From an optimization exercise on the open Yosys and OpenROAD flow, aimed at small area and a short achievable clock period; shortcuts taken in it are not production practice.
Only simulation tests tie the RTL to the original design; equivalence was not proved.

==> flow/design.v <==
module fft_3_8 #(
 parameter DBW = 8,
 parameter CBW = 3) (
 input                  clk,
 input                  rstx,
 input                  clear,
 input      [  DBW-1:0] din,
 output reg [2*DBW-1:0] dout );
reg [7:0] ph;
always @(posedge clk or negedge rstx)
  if (!rstx)      ph <= 8'd1;
  else if (clear) ph <= 8'd1;
  else            ph <= {ph[6:0], ph[7]};
wire [7:0] phn = clear ? 8'd1 : {ph[6:0], ph[7]};    
reg [7:0] din_r, sr1, sr2, sr3, sr4;
wire st1 = ph[5] | ph[6] | ph[7] | ph[0];
reg [7:0] opb;
always @(posedge clk) opb <= (ph[0] | ph[1]) ? sr1 : din;
wire [9:0] sum  = {{2{sr4[7]}}, sr4} + {{2{opb[7]}}, opb} + 10'd1;
wire [9:0] diff = {{2{sr4[7]}}, sr4} - {{2{opb[7]}}, opb} + 10'd1;
wire [7:0] s = sum[8:1];
wire       dsat = (sr4 == 8'h7f) && (opb == 8'h80);
wire [7:0] d = dsat ? 8'h7f : diff[8:1];
always @(posedge clk) begin
  din_r <= din;
  sr1   <= st1 ? s : din_r;
  sr2   <= sr1;
  sr3   <= sr2;
  sr4   <= sr3;
end
reg [7:0] d0, d1, d2, d3;       
reg [7:0] c0, c1, c4, c5;
always @(posedge clk) begin
  if (ph[5]) d0 <= d;
  if (ph[6]) d1 <= d;
  if (ph[7]) d2 <= d;
  if (ph[0]) d3 <= d;
  if (ph[1]) begin c0 <= s; c1 <= d; end
  if (ph[2]) begin c4 <= s; c5 <= d; end
end
reg        tneg;                   
always @(posedge clk) tneg <= phn[5] | phn[6];
wire [9:0] ta3  = {{2{d1[7]}}, d1} ^ {10{tneg}};
wire [9:0] ta7  = ~{{2{d3[7]}}, d3};
wire [1:0] tk   = tneg ? (2'd2 - d1[0] + d3[0]) : (2'd1 + d1[0] + d3[0]);
wire [9:0] t2   = ta3 + ta7 + {8'd0, tk};
reg  [8:0] t;
always @(posedge clk) t <= t2[9:1];
wire [13:0] tx  = {{5{t[8]}}, t};
wire [13:0] q1 = tx << 5, q2 = tx << 3, q3 = tx << 2;
wire [13:0] ps1 = q1 ^ q2 ^ q3;
wire [13:0] pc1 = {(q1[12:0] & q2[12:0]) | (q1[12:0] & q3[12:0]) | (q2[12:0] & q3[12:0]), 1'b0};
wire [13:0] ps2 = ps1 ^ pc1 ^ tx;
wire [13:0] pc2 = {(ps1[12:0] & pc1[12:0]) | (ps1[12:0] & tx[12:0]) | (pc1[12:0] & tx[12:0]), 1'b0};
wire [13:0] p45 = ps2 + pc2;
reg [13:0] wp1, wp2;
reg [7:0]  wa1, wa5;
reg        we;
always @(posedge clk) begin
  if (ph[5]) begin wp1 <= p45; wa1 <= d0; wa5 <= d2; we <= d3[0]; end
  if (ph[6]) wp2 <= p45;
end
reg rA, rB, cx, nre, nim, nai, ken, kep, sat4;
always @(posedge clk or negedge rstx)
  if (!rstx) begin
    rA <= 1'b0; rB <= 1'b1; cx <= 1'b0; nre <= 1'b0; nim <= 1'b0; nai <= 1'b0;
    ken <= 1'b0; kep <= 1'b0;
  end else begin
    rA  <= phn[5] | phn[6];                       
    rB  <= phn[7] | phn[0];                       
    cx  <= phn[1] | phn[2] | phn[3] | phn[4];     
    nre <= phn[6] | phn[2] | phn[3];
    nim <= phn[7] | phn[2] | phn[4];
    nai <= phn[1] | phn[2];
    ken <= phn[3] & we;
    kep <= phn[4] & we;
  end
reg x4s;
always @(posedge clk) if (ph[3]) x4s <= (c0 == 8'h7f) && (c4 == 8'h80);
always @(posedge clk) sat4 <= x4s & phn[7];
wire [15:0] are = ({16{rA}} & {{2{c0[7]}}, c0, 6'd0})
                | ({16{rB}} & {{2{c1[7]}}, c1, 6'd0})
                | ({16{cx}} & {{3{wa1[7]}}, wa1, 5'd0});
wire [15:0] pre = (({16{rA}} & {{2{c4[7]}}, c4, 6'd0})
                |  ({16{cx}} & {{2{wp1[13]}}, wp1})) ^ {16{nre}};
wire [7:0] kre = (ken ? 8'd110 : kep ? 8'd19 : {7'd32, nre})
               + {2'd0, cx & wa1[0], 5'd0};
wire [15:0] aim = {16{cx}} & ({{3{wa5[7]}}, wa5, 5'd0} ^ {16{nai}});
wire [15:0] pim = (({16{rB}} & {{2{c5[7]}}, c5, 6'd0})
                |  ({16{cx}} & {{2{wp2[13]}}, wp2})) ^ {16{nim}};
wire [7:0] kim = (rA ? 8'd0 : ken ? 8'd19 : kep ? 8'd110
                 : 8'd64 + {6'd0, nai & nim, nai ^ nim})
               + {2'd0, cx & wa5[0], 5'd0};
wire [14:0] sre = are[14:0] ^ pre[14:0] ^ {7'd0, kre};
wire [14:0] cre = {(are[13:0] & pre[13:0]) | ((are[13:0] | pre[13:0]) & {6'd0, kre}), 1'b0};
wire [14:0] sim = aim[14:0] ^ pim[14:0] ^ {7'd0, kim};
wire [14:0] cim = {(aim[13:0] & pim[13:0]) | ((aim[13:0] | pim[13:0]) & {6'd0, kim}), 1'b0};
wire [7:0] lre = {1'b0, sre[6:0]} + {1'b0, cre[6:0]};
wire [7:0] lim = {1'b0, sim[6:0]} + {1'b0, cim[6:0]};
reg [7:0] hre_s, hre_c, him_s, him_c;
reg       hre_k, him_k;
always @(posedge clk) begin
  hre_s <= sre[14:7]; hre_c <= cre[14:7]; hre_k <= lre[7];
  him_s <= sim[14:7]; him_c <= cim[14:7]; him_k <= lim[7];
end
wire [7:0] xre = sat4 ? 8'h7f : hre_s + hre_c + {7'd0, hre_k};
wire [7:0] xim = him_s + him_c + {7'd0, him_k};
always @(posedge clk) dout <= {xim, xre};
endmodule
Settings: LEC_CHECK=0, CAP_MARGIN=20, CORE_MARGIN=2, CORE_UTILIZATION=40, SETUP_SLACK_MARGIN=5, SLEW_MARGIN=20; clock period 9.5 ns.
standard.sh (not shown) runs the stock make flow with config.mk's settings and CLKGATE_MAP_FILE= SYNTH_SCRIPT=/design/flow/synth_recipe.tcl, a recipe that flattens the netlist after the stock synthesis.
==> flow/flow/run.sh <==
#!/bin/bash
set -euo pipefail
MARGIN=${MARGIN:-7}
sed "s/SETUP_SLACK_MARGIN=[0-9.]*/SETUP_SLACK_MARGIN=$MARGIN/" standard.sh > margin_flow.sh
bash margin_flow.sh > margin_flow.log 2>&1
==> next run, changes <==
Settings changed: CTS_CLUSTER_DIAMETER set to 100, CTS_CLUSTER_SIZE set to 30.
Maximum frequency barely changes.
Worst hold slack stays flat.
Final cell count drops by 1.4%.
Register-to-register slack is about the same.
Routed wire length goes up by 0.63%.
Cell area drops by 2.4%.
Setup slack is worse by 0.0085 ns.
Die area stays the same.
First-iteration DRC count goes down by 15%.
Synthesized area stays the same.
==> next run, changes <==
==> flow/flow/run.sh (replaced) <==
#!/bin/bash
set -euo pipefail
MARGIN=${MARGIN:-8}
sed "s/SETUP_SLACK_MARGIN=[0-9.]*/SETUP_SLACK_MARGIN=$MARGIN/" standard.sh > margin_flow.sh
bash margin_flow.sh > margin_flow.log 2>&1
The changed run passed the timing, DRC and antenna checks.
Count of clock-buffer cells in the layout is unchanged.
Sequential cell count does not change.
Area after synthesis is unchanged.
Worst setup slack degrades by 0.031 ns.

-- static timing again, ports no longer ideal --
The results above use ideal ports. As a check the final layouts listed here were re-extracted and re-timed, cells and wires unchanged. Step 1, drivers: a clkbuf_16 drives clk and a buf_2 each remaining input, both assumed. Step 2 times the ports against the registers' clock, not the clock port: input delays grow and output delays shrink by t, the midpoint of the rising clock arrivals with the driver on. Three values: ideal ports, drivers, drivers and shift; two values: the first two.
run	shift t [ns]	setup WS [ns]	latest minus earliest clock arrival (ns)
the first run	0.553	6.595 / 6.595 / 6.514	0.019 / 0.019
the second run	0.520	6.587 / 6.587 / 6.507	0.013 / 0.013
the third run	0.520	6.556 / 6.556 / 6.556	0.024 / 0.024
After both steps every run listed still meets setup and hold. The setup slack of the first run, which loses most, moves by 0.000 ns with the drivers and by -0.081 ns with both steps.
